From an optimization exercise on the open Yosys and OpenROAD flow, aimed at small area; shortcuts taken in it are not production practice.
Only simulation tests tie the RTL to the original design; equivalence was not proved.
Power figures rest on the tool's default switching activity, not on a simulated workload.

==> run a: inputs <==
Design pixel_processing, start of the top module:
module pixel_processing#(
    parameter          ROW_NUM = 9'd96,      
    parameter          COL_NUM = 9'd32,      
    parameter          DATA_WIDTH  = 16
)(
    input              rst,
    input              video_clk,
	input     [15:0]   rgb565_i,
    input              data_valid,
	output    [15:0]   pixel_mean,
    output             odata_val
   );
==> module pixel_processing, before the edit <==
module pixel_processing#(
    parameter          ROW_NUM = 9'd96,      
    parameter          COL_NUM = 9'd32,      
    parameter          DATA_WIDTH  = 16
)(
    input              rst,
    input              video_clk,
	input     [15:0]   rgb565_i,
    input              data_valid,
	output    [15:0]   pixel_mean,
    output             odata_val
   );
localparam AW = 22;             
localparam NL = 4;              
localparam NS = 8;              
reg [4:0]   col_cnt;
reg [6:0]   row_cnt;
reg         pend;
reg [15:0]  pix;
reg [2:0]   ph;
reg [NL*AW-1:0] ring [0:NS-1];
wire [NL*AW-1:0] port_q = ring[NS-1];
wire        hit  = pend && (ph == col_cnt[4:2]);
wire [1:0]  lane = col_cnt[1:0];
wire        clr  = row_cnt[1:0] == 2'd0;
wire        last_col = col_cnt == COL_NUM-1;
wire        edge_row = (row_cnt[6:2] == 5'd0) || (row_cnt[6:2] == ROW_NUM/4-1);
wire        emit = (row_cnt[1:0] == 2'd3) && (edge_row || col_cnt == 5'd0 || last_col);
wire [AW-1:0] acc = clr ? {AW{1'b0}} : port_q[lane*AW +: AW];
wire [6:0]  sum_r = acc[21:15] + pix[15:11];
wire [7:0]  sum_g = acc[14:7]  + pix[10:5];
wire [6:0]  sum_b = acc[6:0]   + pix[4:0];
wire [AW-1:0] sum = {sum_r, sum_g, sum_b};
assign pixel_mean = {sum_r[6:2], sum_g[7:2], sum_b[6:2]};
assign odata_val  = hit && emit;
integer i;
always@(posedge video_clk)begin
    for (i = 1; i < NS; i = i + 1) ring[i] <= ring[i-1];
    for (i = 0; i < NL; i = i + 1)
        ring[0][i*AW +: AW] <= (hit && lane == i) ? sum : port_q[i*AW +: AW];
end
always@(posedge video_clk)begin
    if (data_valid) pix <= rgb565_i;
end
always@(posedge video_clk or posedge rst)begin
    if(rst)begin
        ph      <= 'b0;
        pend    <= 1'b0;
        col_cnt <= 'b0;
        row_cnt <= 'b0;
    end else begin
        ph <= ph + 1'b1;
        if (data_valid)  pend <= 1'b1;
        else if (hit)    pend <= 1'b0;
        if (hit) begin
            col_cnt <= col_cnt + 1'b1;
            if (last_col) row_cnt <= (row_cnt == ROW_NUM-1) ? 7'd0 : row_cnt + 1'b1;
        end
    end
end
endmodule
clock: 10.0 ns
lec_check: 0
cap_margin: 20
core_margin: 2
core_utilization: 70
cts_buf_list: sky130_fd_sc_hd__clkbuf_8
cts_cluster_diameter: 40
cts_cluster_size: 20
slew_margin: 20
run.sh (not shown) runs the stock make flow with config.mk's settings and CLKGATE_MAP_FILE= SYNTH_SCRIPT=/design/flow/synth_recipe.tcl, a recipe that flattens the netlist after the stock synthesis.
==> inputs of run b, as changes to run a <==
==> flow/design.v (replaced) <==
`timescale 1ns/1ns
module pixel_processing#(
    parameter          ROW_NUM = 9'd96,      
    parameter          COL_NUM = 9'd32,      
    parameter          DATA_WIDTH  = 16
)(
    input              rst,
    input              video_clk,
	input     [15:0]   rgb565_i,
    input              data_valid,
	output    [15:0]   pixel_mean,
    output             odata_val
   );
localparam AW = 22;             
localparam SW = 21;             
localparam NL = 4;              
localparam NS = 8;              
reg [4:0]   col_cnt;
reg [6:0]   row_cnt;
reg         pend;
reg [15:0]  pix;
reg [2:0]   ph;
reg [NL*SW-1:0] ring [0:NS-1];
wire [NL*SW-1:0] port_q = ring[NS-1];
reg         hit, hit_n;
wire        pend_nx = data_valid || (pend && !hit);
wire [4:0]  col_nx  = hit ? col_cnt + 1'b1 : col_cnt;
wire [2:0]  ph_nx   = ph + 1'b1;
wire        hit_nx  = pend_nx && (ph_nx == col_nx[4:2]);
wire        clr  = row_cnt[1:0] == 2'd0;
wire        last_col = col_cnt == COL_NUM-1;
wire        edge_row = (row_cnt[6:2] == 5'd0) || (row_cnt[6:2] == ROW_NUM/4-1);
wire        emit = (row_cnt[1:0] == 2'd3) && (edge_row || col_cnt == 5'd0 || last_col);
wire [SW-1:0] q0 = port_q[SW-1:0];
wire        h4 = q0[20];
wire [1:0]  rf = q0[19:18];
wire [1:0]  gf = q0[17:16];
wire        rf3 = &rf;
wire        gf3 = &gf;
wire [1:0]  hi_r = rf3 ? {1'b0, h4} : gf3 ? 2'd2 : rf;
wire [1:0]  hi_g = (rf3 || !gf3) ? gf : rf;
wire [1:0]  hi_b = (rf3 || gf3) ? 2'd2 : {1'b0, h4};
wire [AW-1:0] acc = clr ? {AW{1'b0}} : {hi_r, q0[15:11], hi_g, q0[10:5], hi_b, q0[4:0]};
wire [AW-1:0] addend = {2'b0, pix[15:11], 2'b0, pix[10:5], 2'b0, pix[4:0]};
wire [AW-1:0] sum;
wire [AW:0]   cy;
genvar b;
generate for (b = 0; b < AW; b = b + 1) begin : add
    wire cin = (b == 0 || b == 7 || b == 15) ? 1'b0 : cy[b];
    assign sum[b]  = acc[b] ^ addend[b] ^ cin;
    assign cy[b+1] = (acc[b] & addend[b]) | (cin & (acc[b] ^ addend[b]));
end endgenerate
assign pixel_mean = {sum[21:17], sum[14:9], sum[6:2]};
wire [1:0]  s_r = sum[21:20];
wire [1:0]  s_g = sum[14:13];
wire [1:0]  s_b = sum[6:5];
wire        st_h4 = s_b[1] ? (!s_r[1] && s_r[0]) : s_b[0];
wire [1:0]  st_rf = s_b[1] ? (s_r[1] ? s_g : 2'd3) : s_r;
wire [1:0]  st_gf = (s_b[1] && s_r[1]) ? 2'd3 : s_g;
wire [4:0]  sum_hi = {st_h4, st_rf, st_gf};
wire [SW-1:0] sum_st = {sum_hi, sum[19:15], sum[12:7], sum[4:0]};
assign odata_val  = hit && emit;
integer i;
always@(posedge video_clk)begin
    for (i = 1; i < NS; i = i + 1) ring[i] <= ring[i-1];
    ring[0] <= ({NL*SW{hit}}   & {sum_st, port_q[NL*SW-1:SW]})
             | ({NL*SW{hit_n}} & port_q);
end
always@(posedge video_clk)begin
    if (data_valid) pix <= rgb565_i;
end
always@(posedge video_clk or posedge rst)begin
    if(rst)begin
        ph      <= 'b0;
        pend    <= 1'b0;
        hit     <= 1'b0;
        hit_n   <= 1'b1;
        col_cnt <= 'b0;
        row_cnt <= 'b0;
    end else begin
        ph    <= ph_nx;
        pend  <= pend_nx;
        hit   <= hit_nx;
        hit_n <= !hit_nx;
        col_cnt <= col_nx;
        if (hit) begin
            if (last_col) row_cnt <= (row_cnt == ROW_NUM-1) ? 7'd0 : row_cnt + 1'b1;
        end
    end
end
endmodule
==> flow/flow/run.sh (new file) <==
#!/bin/bash
# Own layout flow: the standard flow (standard.sh) with these changes:
#  - synthesis maps the logic with an area-oriented ABC script (abc_map.script)
#    instead of ORFS's speed script, and looks for full adders (extract_fa)
#    on the design's own gates, before Yosys's generic ABC pass restructures
#    them (patch_synth.py); registers are mapped exactly as in the standard
#    synthesis;
#  - CTS without dummy loads and with smaller clock buffers (knobs.sh);
#  - the smallest buffer cell for the port buffers (knobs.sh).
# Each tool's output is in orfs/logs/; the make output is in flow_make.log.
set -euo pipefail
here=$(cd "$(dirname "$0")" && pwd)
rm -rf scripts_local
cp -r "$FLOW_HOME/scripts" scripts_local
cp "$here/abc_map.script" scripts_local/abc_speed.script
python3 "$here/patch_synth.py" scripts_local/synth.tcl
export SCRIPTS_DIR=$PWD/scripts_local
source "$here/knobs.sh"
export CTS_ARGS BUFFER_PORTS_ARGS
bash standard.sh finish > flow_make.log 2>&1
==> flow/flow/abc_map.script (new file) <==
&get -n
&st
&dch
&nf -R 1000 -p
&put
==> flow/flow/knobs.sh (new file) <==
CTS_ARGS="-sink_clustering_enable -repair_clock_nets -sink_clustering_size 21 -sink_clustering_max_diameter 60 -buf_list sky130_fd_sc_hd__clkbuf_8 -root_buf sky130_fd_sc_hd__clkbuf_4 -tree_buf sky130_fd_sc_hd__clkbuf_4 -dont_use_dummy_load"
BUFFER_PORTS_ARGS="-buffer_cell sky130_fd_sc_hd__buf_1"
==> flow/flow/patch_synth.py (new file) <==
import sys
p=sys.argv[1]; s=open(p).read()
anchor="  synth -top $::env(DESIGN_NAME) -run fine: {*}$synth_full_args\n"
assert anchor in s
s=s.replace(anchor,"  techmap\n  opt -fast\n  extract_fa\n  techmap -map $::env(ADDER_MAP_FILE)\n  opt -fast\n"+anchor,1)
open(p,'w').write(s)
==> flow/standard.sh (new file) <==
#!/bin/bash
# synth_recipe.tcl (not shown) runs the flow's synth.tcl, then flattens the netlist and writes it again
# the make line also repeats each setting of config.mk as NAME=value (left out here)
make -C /OpenROAD-flow-scripts/flow DESIGN_CONFIG=/design/flow/config.mk WORK_HOME=/design/flow/orfs CLKGATE_MAP_FILE= SYNTH_SCRIPT=/design/flow/synth_recipe.tcl "${@:-finish}"
Settings changed: CTS_BUF_LIST sky130_fd_sc_hd__clkbuf_8 to default, CTS_CLUSTER_DIAMETER 40 to default, CTS_CLUSTER_SIZE 20 to default.
removed: flow/run.sh
==> inputs of run c, as changes to run a <==
==> flow/flow/run.sh (new file) <==
#!/bin/bash
# Own layout flow: the standard flow (standard.sh) with two changes:
# CTS without dummy loads and with smaller clock buffers, and the smallest
# buffer cell for the port buffers. Each tool's output is in orfs/logs/;
# the whole make output is in flow_make.log.
set -euo pipefail
here=$(cd "$(dirname "$0")" && pwd)
source "$here/knobs.sh"
export CTS_ARGS BUFFER_PORTS_ARGS
bash standard.sh finish > flow_make.log 2>&1
==> flow/flow/knobs.sh (new file) <==
CTS_ARGS="-sink_clustering_enable -repair_clock_nets -sink_clustering_size 40 -sink_clustering_max_diameter 60 -buf_list sky130_fd_sc_hd__clkbuf_16 -dont_use_dummy_load"
BUFFER_PORTS_ARGS="-buffer_cell sky130_fd_sc_hd__buf_1"
==> flow/standard.sh (new file) <==
#!/bin/bash
# synth_recipe.tcl (not shown) runs the flow's synth.tcl, then flattens the netlist and writes it again
# the make line also repeats each setting of config.mk as NAME=value (left out here)
make -C /OpenROAD-flow-scripts/flow DESIGN_CONFIG=/design/flow/config.mk WORK_HOME=/design/flow/orfs CLKGATE_MAP_FILE= SYNTH_SCRIPT=/design/flow/synth_recipe.tcl "${@:-finish}"
Settings changed: CTS_BUF_LIST sky130_fd_sc_hd__clkbuf_8 to default, CTS_CLUSTER_DIAMETER 40 to default, CTS_CLUSTER_SIZE 20 to default.
removed: flow/run.sh
==> qor summary <==
Result of the run: run c finished clean; run a finished clean; run b finished clean
Power density cells: run c 271.7 mW/mm^2; run a 272.4 mW/mm^2; run b 245.7 mW/mm^2
Multi-input combinational cell area: run c 0.002746 sq mm; run a 0.002746 sq mm; run b 0.001697 sq mm
Compound-Gate Fraction of Synth Area: run c 0.02758; run a 0.02758; run b 0.05214
Critical path launch point: run c col_cnt[1]; run a col_cnt[0]; run b row_cnt[0]
Overall Global Routing Usage: run c 0.2110; run a 0.2133; run b 0.1797
Antenna violations before repair: run c 1; run a 0; run b 1
Number of antenna repair diodes: run c 0; run a 0; run b 1
Number of nets in the synthesized netlist: run c 1,190; run a 1,190; run b 982
Layout Nets: run c 1,246; run a 1,259; run b 1,046
CORE AREA: run c 0.02518 sq mm; run a 0.02518 sq mm; run b 0.02271 sq mm
Met2 wire len: run c 12,120 microns; run a 12,560 microns; run b 9213 microns
DIE HEIGHT: run c 164.0 microns; run a 164.0 microns; run b 156.3 microns
DRC marker count from the first detailed-route iteration: run c 487; run a 405; run b 247
Fraction of registers with async set or reset after synthesis: run c 0.02174; run a 0.02174; run b 0.02550
Total placed cells including tap cells: run c 1,492; run a 1,490; run b 1,242
Final Routed Wirelength: run c 27,110 microns; run a 27,520 microns; run b 20,810 microns
Slew at the pin with the worst max-slew slack: run c 1032 ps; run a 1025 ps; run b 1049 ps
Register area share after synthesis: run c 0.8355; run a 0.8355; run b 0.8854

afterwards: timing with drivers on the ports:
How much do the figures lean on ideal ports? The routed layouts below were timed once more, with nothing changed but the port constraints. Step 1 assumes that a clkbuf_16 drives the clock port and a buf_2 every other input. Step 2 moves the port delays by t, midway between the first and last clock arrival at a register: inputs arrive t later, outputs are due t later. That takes back most of the time a late clock gives input paths. Slacks: ideal ports / drivers / drivers and shift; pairs: ideal ports / drivers.
| run | t (ns) | slack for setup (ns) | hold slack, ns | latest minus earliest clock arrival (ns) | pins driven straight from the clock port |
|---|---|---|---|---|---|
| run a | 0.645 | 3.635 / 3.590 / 4.235 | 0.315 / 0.315 / 0.315 | 0.030 / 0.030 | 1 |
| run b | 0.706 | 3.323 / 3.282 / 3.988 | 0.298 / 0.298 / 0.298 | 0.059 / 0.059 | 1 |
| run c | 0.569 | 4.060 / 4.013 / 4.582 | 0.272 / 0.272 / 0.272 | 0.050 / 0.050 | 1 |
After both steps setup and hold are still met in every run listed.
